This is an optimization exercise on Yosys and OpenROAD, whose aim is small area, a short achievable clock period and few clock cycles, not a production implementation.
The RTL was checked by simulation tests, not by an equivalence proof against the original design.

==> flow/design.v, too long to show whole: its modules and the start of the top module <==
// module alu: 1695 lines
// module fa_cell: 4 lines
// module ha_cell: 4 lines
// module bsel_cell: 3 lines
module alu #(
    parameter INST_W = 4,
    parameter INT_W  = 6,
    parameter FRAC_W = 10,
    parameter DATA_W = INT_W + FRAC_W
)(
    input                      i_clk,
    input                      i_rst_n,
    input                      i_in_valid,
    output                     o_busy,
    input         [INST_W-1:0] i_inst,
    input  signed [DATA_W-1:0] i_data_a,
    input  signed [DATA_W-1:0] i_data_b,
    output                     o_out_valid,
    output        [DATA_W-1:0] o_data
);
  // ...
==> flow/flow/run.sh <==
#!/bin/bash
# Standard synthesis, then the standard layout steps with a larger setup
# margin for repair_timing and plain buffers on the ports. Each step's make
# output goes to its own log file here.
set -euo pipefail
bash standard.sh synth > flow_synth.log 2>&1
bash standard.sh SETUP_SLACK_MARGIN=28 "BUFFER_PORTS_ARGS=-buffer_cell sky130_fd_sc_hd__buf_2" finish > flow_layout.log 2>&1
==> flow/standard.sh <==
#!/bin/bash
# synth_recipe.tcl (not shown) runs the flow's synth.tcl, then flattens the netlist and writes it again
# the make line also repeats each setting of config.mk as NAME=value (left out here)
make -C /OpenROAD-flow-scripts/flow DESIGN_CONFIG=/design/flow/config.mk WORK_HOME=/design/flow/orfs CLKGATE_MAP_FILE= SYNTH_SCRIPT=/design/flow/synth_recipe.tcl "${@:-finish}"
==> flow/config.mk <==
export PLATFORM = sky130hd
export DESIGN_NAME = alu
export DESIGN_NICKNAME = alu
export VERILOG_FILES = /design/flow/design.v
export SDC_FILE = /design/flow/constraint.sdc
export NUM_CORES = 4
export LEC_CHECK = 0
export CAP_MARGIN = 20
export CORE_MARGIN = 2
export CORE_UTILIZATION = 50
export SLEW_MARGIN = 20
export SYNTH_HIERARCHICAL = 1
==> flow/constraint.sdc <==
create_clock -name core_clock -period 36.0 [get_ports {i_clk}]
set_input_delay 7.2000 -clock core_clock [delete_from_list [all_inputs] [get_ports {i_clk}]]
set_output_delay 7.2000 -clock core_clock [all_outputs]
set_load 0.01 [all_outputs]
==> flow_summary.yaml, run 1 <==
status:
  outcome: "timing/DRC/antenna clean"
clocking:
  root_buffer: "clkbuf_16"
  cts_buffers: 52
floorplanning:
  nWellTaps: 1265
  fp.dieW_um: 313
  dieHeight_um: 313
  num_rows: 113
detailed_routing:
  viasPerCell: 6.40
  vias: 38313
setup_path:
  crit_path_top_delay_cell: "dfrtp_1"
  timing.rr.end: "G[51]"
  critPathCapture: "o_busy"
  crit_arrival_ns: 1.12
  cp_max_fo: 1
  regToRegStartpoint: "s1_fresh"
final_layout:
  final_common_cell: "xnor2_1"
  nFlopsAndLatches: 450
  drive_above_1_share_pct: 19.6
  sh_seq_area_pct: 20.9
  antenna_cells: 2
  clkbuf_count: 73
  area_dominant_class: "multi-input combinational cells"
min_path:
  min_path_type: "reg2reg"
  holdPathEnd: "M[86]"
yosys:
  ys_seq_area_share_pct: 22.7
  ys_ff_latch: 450
  synth_adder_area_share_pct: 23.7
  synth_top_family_by_area: "compound AO/OA/AOI/OAI gates"
placement:
  hpwlAfterDp_um: 113000
  io_buffer_count: 56
  pre_cts_slack_ns: 27.62
timing:
  period_share_pct: 23.1
  hold_viol_final: 0
  clock.fmax_mhz: 120
  final-setup-viol-count: 0
Testbench counts, summed over its fixed seeds: cycles 7,105.
==> run 2, diff against run 1 <==
--- a/flow/design.v
+++ b/flow/design.v
@@ -11,50 +11,56 @@
     input         [INST_W-1:0] i_inst,
     input  signed [DATA_W-1:0] i_data_a,
     input  signed [DATA_W-1:0] i_data_b,
     output                     o_out_valid,
     output        [DATA_W-1:0] o_data
 );
 reg        busy;
 reg [2:0]  rl;           
-reg [1:0]  sc;           
 reg        s0_v;
 reg [3:0]  s0_inst;
 reg [15:0] s0_a, s0_b;
+reg [1:0]  sp;           
+reg        s1_sine;
 wire       s0_row   = (rl != 3'd0) & (rl != 3'd1);    
 wire       s0_last  = (rl == 3'd1);                    
-wire [2:0] rl_n = !s0_v ? rl : (rl != 3'd0) ? rl - 3'd1 : (s0_inst == 4'd9) ? 3'd7 : 3'd0;
-wire acc_sine  = i_in_valid & (i_inst == 4'd3) & (rl_n == 3'd0);
-wire [1:0] sc_n = acc_sine ? 2'd3 : (sc != 2'd0 ? sc - 2'd1 : 2'd0);
+wire       s0_rowany = (rl != 3'd0);
+wire       s0_op    = s0_v & ~s0_rowany;
+wire       u_mac    = s0_op & (s0_inst == 4'd2);
+wire       u_sine   = s0_op & (s0_inst == 4'd3);
+wire       unit_nx  = s1_sine | (sp == 2'd1) | (sp == 2'd2);   
+wire       hold     = (u_mac | u_sine) & unit_nx;
+wire       s0_take  = s0_v & ~hold;
+wire [2:0] rl_n = !s0_take ? rl : (rl != 3'd0) ? rl - 3'd1 : (s0_inst == 4'd9) ? 3'd7 : 3'd0;
+wire       in_unit  = i_in_valid & ((i_inst == 4'd2) | (i_inst == 4'd3)) & (rl_n == 3'd0);
+wire       busy_n   = (hold | in_unit) & ((u_sine & ~hold) | s1_sine | (sp == 2'd1));
 always @(posedge i_clk or negedge i_rst_n) begin
     if (!i_rst_n) begin
         busy <= 1'b0;
         rl <= 3'd0;
-        sc <= 2'd0;
         s0_v <= 1'b0;
     end else begin
-        sc <= sc_n;
-        busy <= (sc_n != 2'd0);
-        s0_v <= i_in_valid;
+        busy <= busy_n;
+        s0_v <= hold | i_in_valid;
         rl <= rl_n;
     end
 end
 always @(posedge i_clk) begin
-    s0_inst <= i_inst;
-    s0_a <= i_data_a;
-    s0_b <= i_data_b;
+    if (!hold) begin
+        s0_inst <= i_inst;
+        s0_a <= i_data_a;
+        s0_b <= i_data_b;
+    end
 end
 assign o_busy = busy;
-wire s0_rowany = s0_row | s0_last;
-wire s0_op     = s0_v & ~s0_rowany;
-wire d_mac     = s0_op & (s0_inst == 4'd2);
-wire d_sine    = s0_op & (s0_inst == 4'd3);
+wire d_mac     = u_mac & ~hold;
+wire d_sine    = u_sine & ~hold;
 wire d_hdr     = s0_op & (s0_inst == 4'd9);
-wire d_simple  = s0_op & ~d_mac & ~d_sine & ~d_hdr;
+wire d_simple  = s0_op & ~u_mac & ~u_sine & ~d_hdr;
 wire d_shift   = d_hdr | (s0_v & s0_row);
 wire d_copy    = s0_v & s0_last;
 wire signed [16:0] s_add = $signed(s0_a) + $signed(s0_b);
 wire signed [16:0] s_sub = $signed(s0_a) - $signed(s0_b);
 wire [15:0] r_add = (s_add[16] != s_add[15]) ? {s_add[16], {15{~s_add[16]}}} : s_add[15:0];
 wire [15:0] r_sub = (s_sub[16] != s_sub[15]) ? {s_sub[16], {15{~s_sub[16]}}} : s_sub[15:0];
 wire [15:0] r_gray = s0_a ^ {1'b0, s0_a[15:1]};
 integer i;
@@ -108,17 +114,17 @@
 always @(*) begin
     for (i = 0; i < 8; i = i + 1) begin
         bd_neg[i] = ax[2*i+2];
         bd_one[i] = ax[2*i+1] ^ ax[2*i];
         bd_two[i] = (ax[2*i+2] & ~ax[2*i+1] & ~ax[2*i]) | (~ax[2*i+2] & ax[2*i+1] & ax[2*i]);
     end
 end
 wire [19:0] a9 = {{4{s0_a[15]}}, s0_a} + {s0_a[15], s0_a, 3'b000};
-reg        s1_mac, s1_sine, s1_simple, s1_shift, s1_copy, s1_fresh;
+reg        s1_mac, s1_simple, s1_shift, s1_copy, s1_fresh;
 reg [7:0]  b_one, b_two, b_neg;   
 reg [19:0] s1_x;     
 always @(posedge i_clk or negedge i_rst_n) begin
     if (!i_rst_n) begin
         s1_mac <= 1'b0;
         s1_sine <= 1'b0;
         s1_simple <= 1'b0;
         s1_shift <= 1'b0;
@@ -129,31 +135,28 @@
         s1_sine <= d_sine;
         s1_simple <= d_simple;
         s1_shift <= d_shift;
         s1_copy <= d_copy;
         s1_fresh <= d_mac | d_sine;
     end
 end
 always @(posedge i_clk) begin
-    if (s0_v) begin
+    if (d_mac | d_sine) begin
         b_one <= bd_one;
         b_two <= bd_two;
         b_neg <= bd_neg;
     end
     s1_x <= d_mac ? {{4{s0_b[15]}}, s0_b} :
             d_sine ? a9 :
             d_simple ? {4'd0, r_simple} : {4'd0, s0_a};
 end
-reg [1:0] sp;        
 reg [66:0] G;
 reg [36:0] accm;     
 wire [35:0] acc = (accm[36] != accm[35]) ? {accm[36], {35{~accm[36]}}} : accm[35:0];
-reg s2_v;
-reg [1:0] s2_kind;   
 wire [66:0] ux = s1_fresh ? {{47{s1_x[19]}}, s1_x} : G;
 wire [66:0] uc = s1_mac  ? {{31{acc[35]}}, acc} :
                  s1_sine ? (67'd0 - (67'd171 << 20)) :
                  (sp == 2'd2) ? (67'd1 << 50) :
                  (sp == 2'd3) ? (67'd1 << 49) : 67'd0;
 wire bneg0 = b_neg[0];
 wire bone0 = b_one[0];
 wire btwo0 = b_two[0];
@@ -1628,69 +1631,92 @@
 fa_cell u_t_959 (.a(t_825), .b(t_824), .c(uc[66]), .s(t_959), .co(t_960));
 wire [66:0] ur0 = {t_959,t_957,t_955,t_953,t_951,t_949,t_947,t_945,t_943,t_941,t_939,t_937,t_935,t_933,t_931,t_929,t_927,t_925,t_923,t_921,t_919,t_917,t_915,t_913,t_911,t_909,t_907,t_905,t_903,t_901,t_899,t_897,t_895,t_893,t_891,t_889,t_887,t_885,t_883,t_881,t_879,t_877,t_875,t_873,t_871,t_869,t_867,t_865,t_863,t_861,t_859,t_857,t_855,t_853,t_851,t_849,t_847,t_845,t_843,t_841,t_839,t_837,t_835,t_833,t_831,t_829,t_827};
 wire [66:0] ur1 = {t_958,t_956,t_954,t_952,t_950,t_948,t_946,t_944,t_942,t_940,t_938,t_936,t_934,t_932,t_930,t_928,t_926,t_924,t_922,t_920,t_918,t_916,t_914,t_912,t_910,t_908,t_906,t_904,t_902,t_900,t_898,t_896,t_894,t_892,t_890,t_888,t_886,t_884,t_882,t_880,t_878,t_876,t_874,t_872,t_870,t_868,t_866,t_864,t_862,t_860,t_858,t_856,t_854,t_852,t_850,t_848,t_846,t_844,t_842,t_840,t_838,t_836,t_834,t_832,t_830,t_828,1'b0};
 wire [66:0] uy = ur0 + ur1;
 always @(posedge i_clk or negedge i_rst_n) begin
     if (!i_rst_n) begin
         sp <= 2'd0;
         accm <= 37'd0;
-        s2_v <= 1'b0;
-        s2_kind <= 2'd0;
     end else begin
         sp <= s1_sine ? 2'd1 : (sp == 2'd3 ? 2'd0 : (sp != 2'd0 ? sp + 2'd1 : 2'd0));
         if (s1_mac) accm <= uy[36:0];
-        s2_v <= s1_simple | s1_mac | (sp == 2'd3);
-        s2_kind <= s1_mac ? 2'd1 : (s1_simple ? 2'd0 : 2'd2);
     end
 end
 always @(posedge i_clk) begin
-    G[66:16] <= uy[66:16];
-    G[15:0] <= s1_simple ? s1_x[15:0] : uy[15:0];
+    G <= uy;
+end
+wire [36:0] mr = G[36:0] + 37'd512;
+wire [26:0] mq = mr[36:10];
+wire [15:0] r_mac = (mq[26:15] != {12{mq[15]}}) ? {mq[26], {15{~mq[26]}}} : mq[15:0];
+reg        l1_v, l1_mac, l1_sine, l1_shift, l1_copy;
+reg [3:0]  l2_f, l3_f, l4_f;      
+reg [15:0] l1_d, l2_d, l3_d, l4_d;
+always @(posedge i_clk or negedge i_rst_n) begin
+    if (!i_rst_n) begin
+        l1_v <= 1'b0; l1_mac <= 1'b0; l1_sine <= 1'b0; l1_shift <= 1'b0; l1_copy <= 1'b0;
+        l2_f <= 4'd0; l3_f <= 4'd0; l4_f <= 4'd0;
+    end else begin
+        l1_v <= s1_simple | s1_mac | s1_sine;
+        l1_mac <= s1_mac;
+        l1_sine <= s1_sine;
+        l1_shift <= s1_shift;
+        l1_copy <= s1_copy;
+        l2_f <= {l1_v, l1_sine, l1_shift, l1_copy};
+        l3_f <= l2_f;
+        l4_f <= l3_f;
+    end
+end
+always @(posedge i_clk) begin
+    l1_d <= s1_x[15:0];
+    l2_d <= l1_mac ? r_mac : l1_d;
+    l3_d <= l2_d;
+    l4_d <= l3_d;
 end
+wire s2_v    = l4_f[3];
+wire s2_sine = l4_f[2];
+wire s2_shift = l4_f[1];
+wire s2_copy = l4_f[0];
 reg [111:0] M;
 always @(posedge i_clk) begin
-    if (s1_shift) M <= {s1_x[15:0], M[111:16]};
+    if (s2_shift) M <= {l4_d, M[111:16]};
 end
-wire [127:0] rows = {s1_x[15:0], M};
+wire [127:0] rows = {l4_d, M};
 reg [127:0] W;       
 integer k, r;
 always @(*) begin
     for (k = 0; k < 8; k = k + 1)
         for (r = 0; r < 8; r = r + 1)
             W[16*k + 14 - 2*r +: 2] = rows[16*r + 2*(7-k) +: 2];
 end
-wire [36:0] mr = G[36:0] + 37'd512;
-wire [26:0] mq = mr[36:10];
-wire [15:0] r_mac = (mq[26:15] != {12{mq[15]}}) ? {mq[26], {15{~mq[26]}}} : mq[15:0];
 wire [16:0] sv = G[66:50];
 wire [15:0] r_sin = (sv[16] != sv[15]) ? {sv[16], {15{~sv[16]}}} : sv[15:0];
-wire [15:0] R2 = (s2_kind == 2'd1) ? r_mac : (s2_kind == 2'd2) ? r_sin : G[15:0];
+wire [15:0] R2 = s2_sine ? r_sin : l4_d;
 reg [111:0] Q;        
 reg [6:0]  qv;        
 reg [15:0] out_d;
 reg        out_v;
 wire       q_ne = qv[0];
 wire [6:0] qv_sh = {1'b0, qv[6:1]};
 wire [6:0] q_app = ~qv_sh & {qv_sh[5:0], 1'b1};    
 always @(posedge i_clk or negedge i_rst_n) begin
     if (!i_rst_n) begin
         qv <= 7'd0;
         out_v <= 1'b0;
     end else begin
-        out_v <= q_ne | s2_v | s1_copy;
-        if (s1_copy) qv <= 7'h7f;
+        out_v <= q_ne | s2_v | s2_copy;
+        if (s2_copy) qv <= 7'h7f;
         else if (s2_v & q_ne) qv <= {qv_sh[5:0], 1'b1};
         else qv <= qv_sh;
     end
 end
 always @(posedge i_clk) begin
     out_d <= q_ne ? Q[15:0] : (s2_v ? R2 : W[15:0]);
     for (i = 0; i < 7; i = i + 1) begin
-        if (s1_copy) Q[16*i +: 16] <= W[16*(i+1) +: 16];
+        if (s2_copy) Q[16*i +: 16] <= W[16*(i+1) +: 16];
         else if (q_app[i]) Q[16*i +: 16] <= R2;
         else if (i < 6) Q[16*i +: 16] <= Q[16*(i+1) +: 16];
     end
 end
 assign o_out_valid = out_v;
 assign o_data = out_d;
 endmodule
 module fa_cell(input a, input b, input c, output s, output co);
==> run 2 against run 1 <==
Net effect:
- still clean
- synthesized cell count is 5.2% lower
- clock skew up 0.0046 ns
- setup slack worse by 0.12 ns
- highest routed layer is now met4
- sequential share of layout area is 3.3 points higher
- non-clock buffer count rose by 50
- flip-flop and latch count grew 76
- first-iteration DRC count down 3.0%
- die area rose by 0.46%
- routed wire length fell by 5.3%
==> flow_summary.yaml, run 2 <==
status:
  outcome: "timing/DRC/antenna clean"
placement:
  hpwlAfterDp_um: 105000
  io_buffer_count: 56
  dpl_cell_area_um2: 50400
  pre_cts_slack_ns: 27.30
  routabilityCongestion: 0.953
timing:
  grt_setup_unrepaired: "true"
  fin_crit_ns: 8.44
  setup-tns-final_ns: 0
  clock.fmax_mhz: 118
  final_max_slew_viol_count: 0
  period_share_pct: 23.4
  slew_headroom_pct: 17.0
  final-setup-viol-count: 0
  hold_viol_final: 0
  worst_pin_slew_ns: 1.21
  layout_setup_ws_ns: 27.56
  finClkSkew_ns: 0.0468
global_route:
  grt_pass1_vias: 36662
  grt_max_degree: 78
  grt_pass1_wl_um: 233000
  antenna_found_initial: 2
  grt_use_total_pct: 30.8
  grt.overflow.total: 0
yosys:
  avgSynthCellArea_um2: 10.9
  yosys_warnings: 7
  ys_types: 87
  yosys.area.top_type: "fa_1"
  ys_ff_latch: 526
  synth_area_um2: 48000
  post-synth-top-count-cell: "xnor2_1"
  synth_area_leaders: "fa_1 18%, a22oi_2 13%, edfxtp_1 12%, dfxtp_1 11%, xnor2_1 10%"
  post-synth-top-area-fraction_pct: 17.8
  synthTopCellsByCount: "568 x xnor2_1, 480 x a22oi_2, 428 x fa_1"
  synth_cells: 4413
  synth-edff-count: 188
  synth-main-ff-cell: "dfxtp_1"
  async_flop_share_pct: 14.3
  ys_seq_area_share_pct: 26.6
setup_path:
  crit_start: "out_v"
  cp_max_fo: 1
  crit_family: "flip-flops"
  start_kind: "flip-flop"
  critPathKind: "reg2out"
  worst-path-buf-inv: 1
  reg2reg_slack_ns: 28.24
  regToRegStartpoint: "b_two[1]"
  crit_path_top_delay_cell: "dfrtp_1"
  path_cells: "buf_2"
  crit_path_end_kind: "output port"
  worstPathRequired_ns: 28.80
  crit_path_max_incr_delay_ns: 0.43
  crit_arrival_ns: 1.24
detailed_routing:
  vias: 36503
  dr.pass1.iters: 6
  viasPerCell: 6.26
  routed_wl_um: 152000
  drt_iter0_markers: 3533
  drc: 0
  drtAntennaViolNets: 0
  routedWlPerCell_um: 26.0
floorplanning:
  fp.dieW_um: 314
  initial_utilization_pct: 50.5
  num_rows: 113
  core_um2: 95200
  die_area_um2: 98600
  ios: 57
  dieHeight_um: 314
final_layout:
  drive_above_1_share_pct: 21.9
  top_regs: "M x112, Q x112, G x67"
  area_growth_pct: 10.3
  final_cell_area_um2: 53000
  num-nets-final: 5208
  final_common_cell: "xnor2_1"
  mostFrequentLayoutCells: "568 x xnor2_1, 480 x a22oi_2, 428 x fa_1"
clocking:
  clk_latency_ns: 0.65
  clk_pin_slew_ns: 0.07
  cts_buffer_depth: 3
  cts_sinks: 526
  root_buffer: "clkbuf_16"
  cts_buffers: 53
  cts_tree: "yes"
  h-tree-depth: 2
job:
  cap_violations: 0
min_path:
  hp-start: "l2_d[6]"
  min_path_type: "reg2reg"
-- run 2: cell count changes after synthesis, moves of 36 or more --
cell and change:
o21ai_0 +121, mux2i_1 +69, o21ai_1 -43, a21oi_1 -72, nand3_1 -51, nor2b_1 -36
edfxtp_1 +36, nor2_1 -50
-- run 2: final cells by class --
cell class | count | area [um2]
fillers | 8338 | 42200
multi-input cells | 3548 | 34300
flip-flops and latches | 526 | 12800
repair buffers | 236 | 1880
well taps | 1265 | 1580
clock buffers | 77 | 1520
inverters | 156 | 588
clock inverters | 22 | 282
diodes | 2 | 5.00
-- run 2: path summary, 6_finish.rpt --
kind,endpoint,cells past startpoint
worst min register to register,l3_d[6],0
worst max register to register,G[62],22
min in group asynchronous,accm[29],1
max in group asynchronous,l4_f[0],2
worst max-delay path,o_out_valid,1
worst min-delay path,l3_d[6],0
-- run 2: Yosys stat by module, one instance, submodules excluded --
module / cell area (um2) / cells inside / flip-flops and latches / times used
bsel_cell: 21.3 / 2 / 0 / 480
ha_cell: 12.5 / 1 / 0 / 66
alu: 28700 / 2973 / 526 / 1
fa_cell: 20.0 / 1 / 0 / 414
-- run 2: cells by family after synthesis --
group	count (synthesis)	synth area share, %
AO/OA/AOI/OAI	1291	22.8
AND/OR/NAND/NOR	688	6.61
XOR/XNOR	660	12.1
adder cells (fa/ha/maj)	648	23.6
flip-flops	526	26.6
buffers and inverters	346	2.78
multiplexers	253	5.52
other	1	0.00781
-- run 2: what timing repair did --
item | in CTS | in global routing
pin swaps | 0 | 8
hold buffers | 0 | 0
setup buffers | 2 | 52
resized for setup | 40 | 38
cloned | 0 | 0
endpoints found under the setup margin | 44 | 35
-- run 2: per-stage QoR --
| stage | std cells | hold WS, ns | utilization [%] |
|---|---|---|---|
| after floorplan | 4420 | 0.310 | - |
| after global placement | 5676 | 0.311 | 52.9 |
| after detailed placement | 5676 | 0.312 | 52.9 |
| after CTS | 5777 | 0.327 | 55.1 |
| after global routing | 5830 | 0.325 | 55.7 |
| final | 5832 | 0.326 | 55.7 |
-- run 2: routing by layer --
layer,GRT usage [%],vias up,routed length (um)
met2,46.8,1656,66700
met5,0,-,0
met4,8.95,0,4690
li1,-,16129,-
met3,6.14,326,12900
met1,44.6,18392,67300
Testbench counts of run 2, summed over its fixed seeds: cycles 6,264.

==> separate check: timing with driven ports <==
How much do the figures lean on ideal ports? The routed layouts below were timed once more, with nothing changed but the port constraints. Step 1, drivers: a clkbuf_16 drives i_clk and a buf_2 each remaining input, both assumed. Step 2 times the ports against the registers' clock, not the clock port: input delays grow and output delays shrink by t, the midpoint of the rising clock arrivals with the driver on. Slacks: ideal / step 1 / step 2; pairs: ideal / step 1.
run | t, ns | setup WS [ns] | clock arrival spread, ns
run 1 | 0.688 | 27.681 / 27.613 / 27.872 | 0.043 / 0.042
run 2 | 0.682 | 27.560 / 27.503 / 27.601 | 0.047 / 0.047
After both steps every run listed still meets setup and hold. Setup slack includes reset recovery checks.
